This design comes from an exercise in tuning for small area, a short achievable clock period and few clock cycles on the open sky130 flow, not from production work.
Power is estimated from default activity; no workload was simulated.

==> module L1_cache, before the edit <==
module L1_cache
(
	input clk,
	input rst,
	input [31:0] mem_address, mem_wdata,
	input logic mem_read, mem_write,
	input [3:0] mem_byte_enable,
	output [31:0] mem_rdata,
	output logic mem_resp,
	input logic pmem_resp,
	input [255:0] pmem_rdata,
	output pmem_read, pmem_write,
	output logic [31:0] pmem_address,
	output [255:0] pmem_wdata
);
logic [255:0] line;
logic [26:0] tag;
logic valid, dirty;
logic [7:0] wsel;      
logic [3:0] wbe;       
logic [31:0] rdata_q;  
logic [3:0] s, o;
wire req     = mem_read | mem_write;
wire cidle   = ~(s[3] | s[1] | s[0]);
wire hit     = valid & (tag == mem_address[31:5]);
wire st_done = s[1] & (|wbe);       
function automatic logic [3:0] next(input logic [3:0] q, input logic rq,
	input logic ht, input logic dn, input logic pr);
	logic rd, wr, rs, pd, cidle, miss, rd_start;
	{rd, wr, rs, pd} = q;
	cidle = ~(rd | rs | pd);
	miss = cidle & rq & ~ht;
	rd_start = (miss & ~dn) | (pd & wr & pr);
	next[3] = rd ? ~pr : rd_start;
	next[2] = wr ? ~pr : ((~rd | pr) & dn);
	next[1] = (cidle & rq & ht) | (rd & pr);
	next[0] = pd ? ~(wr & pr) : (miss & dn);
endfunction
wire st_hit  = cidle & mem_write & (|mem_byte_enable) & hit;
wire st_fill = s[3] & pmem_resp & (|wbe);
wire dirty_w = dirty & ~(s[2] & pmem_resp);    
wire dirty_n = st_done | st_hit | st_fill | dirty_w;
always_ff @(posedge clk) begin
	if (rst) begin
		s <= 4'b0;
		o <= 4'b0;
		valid <= 1'b0;
		dirty <= 1'b0;
	end else begin
		s <= next(s, req, hit, dirty_n, pmem_resp);
		o <= next(o, req, hit, dirty_n, pmem_resp);
		dirty <= dirty_n;
		if (s[3] & pmem_resp) valid <= 1'b1;
		else if (cidle & ~req & ~dirty_w) valid <= 1'b0;
	end
end
assign pmem_read    = o[3];
assign pmem_write   = o[2];
assign mem_resp     = o[1];
assign pmem_address = {tag, 5'b0};
assign pmem_wdata   = line;
assign mem_rdata    = rdata_q;
always_ff @(posedge clk) begin
	if (cidle) begin
		for (int w = 0; w < 8; w++)
			wsel[w] <= (mem_address[4:2] == 3'(w));
		wbe <= mem_write ? mem_byte_enable : 4'b0;
	end
	if ((cidle & ~dirty_w) | (s[0] & s[2] & pmem_resp))
		tag <= mem_address[31:5];
end
logic [255:0] line_d;
always_comb begin
	for (int k = 0; k < 32; k++) begin
		logic m, f, h;
		m = wsel[k / 4] & wbe[k % 4] & (s[3] | s[1]);
		f = s[3] & ~m;
		h = ~s[3] & ~m;
		line_d[8*k +: 8] = ({8{m}} & mem_wdata[8*(k%4) +: 8])
		                 | ({8{f}} & pmem_rdata[8*k +: 8])
		                 | ({8{h}} & line[8*k +: 8]);
	end
end
always_ff @(posedge clk)
	line <= line_d;
logic [7:0] rsel;
logic [31:0] rdata_d;
always_comb begin
	for (int w = 0; w < 8; w++)
		rsel[w] = (mem_address[4:2] == 3'(w));
	rdata_d = '0;
	for (int w = 0; w < 8; w++)
		rdata_d = rdata_d | ({32{rsel[w]}} & line_d[32*w +: 32]);
end
always_ff @(posedge clk)
	rdata_q <= rdata_d;
endmodule
export LEC_CHECK = 0
export ABC_AREA = 1
export CAP_MARGIN = 5
export CORE_AREA = 4 4 181 181
export DIE_AREA = 0 0 185 185
export PLACE_DENSITY = 0.75
export SLEW_MARGIN = 5
create_clock -name core_clock -period 10.0 [get_ports {clk}]
standard.sh (not shown) runs the stock make flow with config.mk's settings and CLKGATE_MAP_FILE= SYNTH_SCRIPT=/design/flow/synth_recipe.tcl, a recipe that flattens the netlist after the stock synthesis.
==> flow/flow/run.sh <==
#!/bin/bash
# Standard layout, with plain buffers on the ports, closer port pins, a
# clock tree without dummy loads and timing repair aimed at a larger setup
# margin. The whole ORFS output goes to standard_flow.log.
set -euo pipefail
bash standard.sh "BUFFER_PORTS_ARGS=-buffer_cell sky130_fd_sc_hd__buf_1" \
  "CTS_ARGS=-sink_clustering_enable -repair_clock_nets -dont_use_dummy_load -buf_list sky130_fd_sc_hd__clkbuf_8 -root_buf sky130_fd_sc_hd__clkbuf_16 -sink_clustering_size 16 -sink_clustering_max_diameter 60" \
  "PLACE_PINS_ARGS=-min_distance 1 -min_distance_in_tracks" \
  SETUP_SLACK_MARGIN=6.9 finish > standard_flow.log 2>&1
Then changed:
--- a/flow/design.v
+++ b/flow/design.v
@@ -87,7 +87,7 @@
 logic [31:0] rdata_d;
 always_comb begin
 	for (int w = 0; w < 8; w++)
-		rsel[w] = (mem_address[4:2] == 3'(w));
+		rsel[w] = cidle ? (mem_address[4:2] == 3'(w)) : wsel[w];
 	rdata_d = '0;
 	for (int w = 0; w < 8; w++)
 		rdata_d = rdata_d | ({32{rsel[w]}} & line_d[32*w +: 32]);
Outcome:
- clock-buffer cell count goes up by 1
- final cell count goes down by 0.65%
- hold slack got worse by 0.0033 ns
- total power goes up by 3.4%
- non-clock buffer count goes down by 11
- area after synthesis goes up by 1.0%
- sequential power hardly moves
- clock power goes up by about 1%
No functional check of the RTL was part of any run of this note.

---

Another version of the RTL of L1_cache (not shown whole).
Size in the first run: about 1800 cells after synthesis, roughly 300 flip-flops, about 650 I/O pins, about 13000 µm² of cells after synthesis.
==> module L1_cache, before the edit <==
module L1_cache
(
	input clk,
	input rst,
	input [31:0] mem_address, mem_wdata,
	input logic mem_read, mem_write,
	input [3:0] mem_byte_enable,
	output [31:0] mem_rdata,
	output logic mem_resp,
	input logic pmem_resp,
	input [255:0] pmem_rdata,
	output pmem_read, pmem_write,
	output logic [31:0] pmem_address,
	output [255:0] pmem_wdata
);
logic [255:0] line;
logic [26:0] tag;
logic valid, dirty;
logic rd_q, wr_q, resp_q;
logic [7:0] wsel;      
logic [3:0] wbe;       
wire idle = ~(rd_q | wr_q | resp_q);
wire req  = mem_read | mem_write;
wire hit  = valid & (tag == mem_address[31:5]);
assign pmem_read    = rd_q;
assign pmem_write   = wr_q;
assign mem_resp     = resp_q;
assign pmem_address = {tag, 5'b0};
assign pmem_wdata   = line;
always_comb begin
	mem_rdata = '0;
	for (int w = 0; w < 8; w++)
		mem_rdata = mem_rdata | ({32{wsel[w]}} & line[32*w +: 32]);
end
always_ff @(posedge clk) begin
	if (rst) begin
		rd_q <= 1'b0;
		wr_q <= 1'b0;
		resp_q <= 1'b0;
		valid <= 1'b0;
		dirty <= 1'b0;
	end else begin
		if (idle & req) begin
			if (hit) resp_q <= 1'b1;
			else if (dirty) wr_q <= 1'b1;
			else rd_q <= 1'b1;
		end
		if (wr_q & pmem_resp) begin
			wr_q <= 1'b0;
			rd_q <= 1'b1;
			dirty <= 1'b0;
		end
		if (rd_q & pmem_resp) begin
			rd_q <= 1'b0;
			resp_q <= 1'b1;
			valid <= 1'b1;
		end
		if (resp_q) begin
			resp_q <= 1'b0;
			if (|wbe) dirty <= 1'b1;
		end
	end
end
always_ff @(posedge clk) begin
	if (idle) begin
		for (int w = 0; w < 8; w++)
			wsel[w] <= (mem_address[4:2] == 3'(w));
		wbe <= mem_write ? mem_byte_enable : 4'b0;
	end
	if ((idle & req & ~dirty) | (wr_q & pmem_resp))
		tag <= mem_address[31:5];
end
logic [255:0] line_d;
always_comb begin
	for (int k = 0; k < 32; k++) begin
		logic m, f, h;
		m = wsel[k / 4] & wbe[k % 4] & (rd_q | resp_q);
		f = rd_q & ~m;
		h = ~rd_q & ~m;
		line_d[8*k +: 8] = ({8{m}} & mem_wdata[8*(k%4) +: 8])
		                 | ({8{f}} & pmem_rdata[8*k +: 8])
		                 | ({8{h}} & line[8*k +: 8]);
	end
end
always_ff @(posedge clk)
	line <= line_d;
endmodule
==> flow/config.mk <==
export PLATFORM = sky130hd
export DESIGN_NAME = L1_cache
export DESIGN_NICKNAME = L1_cache
export VERILOG_FILES = /design/flow/design.v
export SDC_FILE = /design/flow/constraint.sdc
export NUM_CORES = 4
export LEC_CHECK = 0
export ABC_AREA = 1
export CAP_MARGIN = 20
export CORE_AREA = 4 4 226 226
export DIE_AREA = 0 0 230 230
export PLACE_DENSITY = 0.6
export SLEW_MARGIN = 20
==> flow/constraint.sdc <==
create_clock -name core_clock -period 10.0 [get_ports {clk}]
set_input_delay 2.0000 -clock core_clock [delete_from_list [all_inputs] [get_ports {clk}]]
set_output_delay 2.0000 -clock core_clock [all_outputs]
set_load 0.01 [all_outputs]
==> flow/flow/run.sh <==
#!/bin/bash
# Standard layout, with plain buffers on the ports and timing repair aimed at
# a larger setup margin. The whole ORFS output goes to standard_flow.log.
set -euo pipefail
bash standard.sh "BUFFER_PORTS_ARGS=-buffer_cell sky130_fd_sc_hd__buf_2" SETUP_SLACK_MARGIN=7 finish > standard_flow.log 2>&1
Then changed:
--- a/flow/design.v
+++ b/flow/design.v
@@ -17,23 +17,20 @@
 logic [26:0] tag;
 logic valid, dirty;
 logic rd_q, wr_q, resp_q;
 logic [7:0] wsel;      
 logic [3:0] wbe;       
+logic [31:0] rdata_q;  
 wire idle = ~(rd_q | wr_q | resp_q);
 wire req  = mem_read | mem_write;
 wire hit  = valid & (tag == mem_address[31:5]);
 assign pmem_read    = rd_q;
 assign pmem_write   = wr_q;
 assign mem_resp     = resp_q;
 assign pmem_address = {tag, 5'b0};
 assign pmem_wdata   = line;
-always_comb begin
-	mem_rdata = '0;
-	for (int w = 0; w < 8; w++)
-		mem_rdata = mem_rdata | ({32{wsel[w]}} & line[32*w +: 32]);
-end
+assign mem_rdata    = rdata_q;
 always_ff @(posedge clk) begin
 	if (rst) begin
 		rd_q <= 1'b0;
 		wr_q <= 1'b0;
 		resp_q <= 1'b0;
@@ -82,6 +79,17 @@
 		                 | ({8{h}} & line[8*k +: 8]);
 	end
 end
 always_ff @(posedge clk)
 	line <= line_d;
+logic [7:0] rsel;
+logic [31:0] rdata_d;
+always_comb begin
+	for (int w = 0; w < 8; w++)
+		rsel[w] = idle ? (mem_address[4:2] == 3'(w)) : wsel[w];
+	rdata_d = '0;
+	for (int w = 0; w < 8; w++)
+		rdata_d = rdata_d | ({32{rsel[w]}} & line_d[32*w +: 32]);
+end
+always_ff @(posedge clk)
+	rdata_q <= rdata_d;
 endmodule
The changed run produced a clean layout; via count grows by 8.3%; power shrinks by 3.0%; worst setup slack improved by 1000 ps; clock skew shrinks by 14 ps; cell area grows by 5.3%; clock-buffer cell count grows by 9.
No run of this note included a check of the RTL's function; only the layout flow was run.

## port drivers added, routing unchanged
Ports are ideal in the flow. The routed layouts listed here were re-timed in OpenROAD. Step 1, drivers: a clkbuf_16 drives clk and a buf_2 each remaining input, both assumed. Step 2 times the ports against the registers' clock, not the clock port: input delays grow and output delays shrink by t, the midpoint of the rising clock arrivals with the driver on. Slacks: ideal / step 1 / step 2; pairs: ideal / step 1.
| run | t, ns | setup WS [ns] | latest minus earliest clock arrival (ns) | slew at the worst register clock pin (ns) | cell pins on the clock port's net |
|---|---|---|---|---|---|
| the first run of note 1 | 0.552 | 6.846 / 6.800 / 6.422 | 0.061 / 0.061 | 0.11 / 0.11 | 1 |
| the second run of note 1 | 0.562 | 6.867 / 6.819 / 6.401 | 0.045 / 0.046 | 0.11 / 0.11 | 1 |
| the first run of note 2 | 0.589 | 5.816 / 5.757 / 6.346 | 0.030 / 0.029 | 0.06 / 0.06 | 1 |
| the second run of note 2 | 0.603 | 6.855 / 6.799 / 6.426 | 0.015 / 0.015 | 0.06 / 0.06 | 1 |
After both steps setup and hold are still met in every run listed. For the second run of note 1, which loses most, drivers alone change the setup slack by -0.048 ns; drivers and shift together by -0.466 ns.
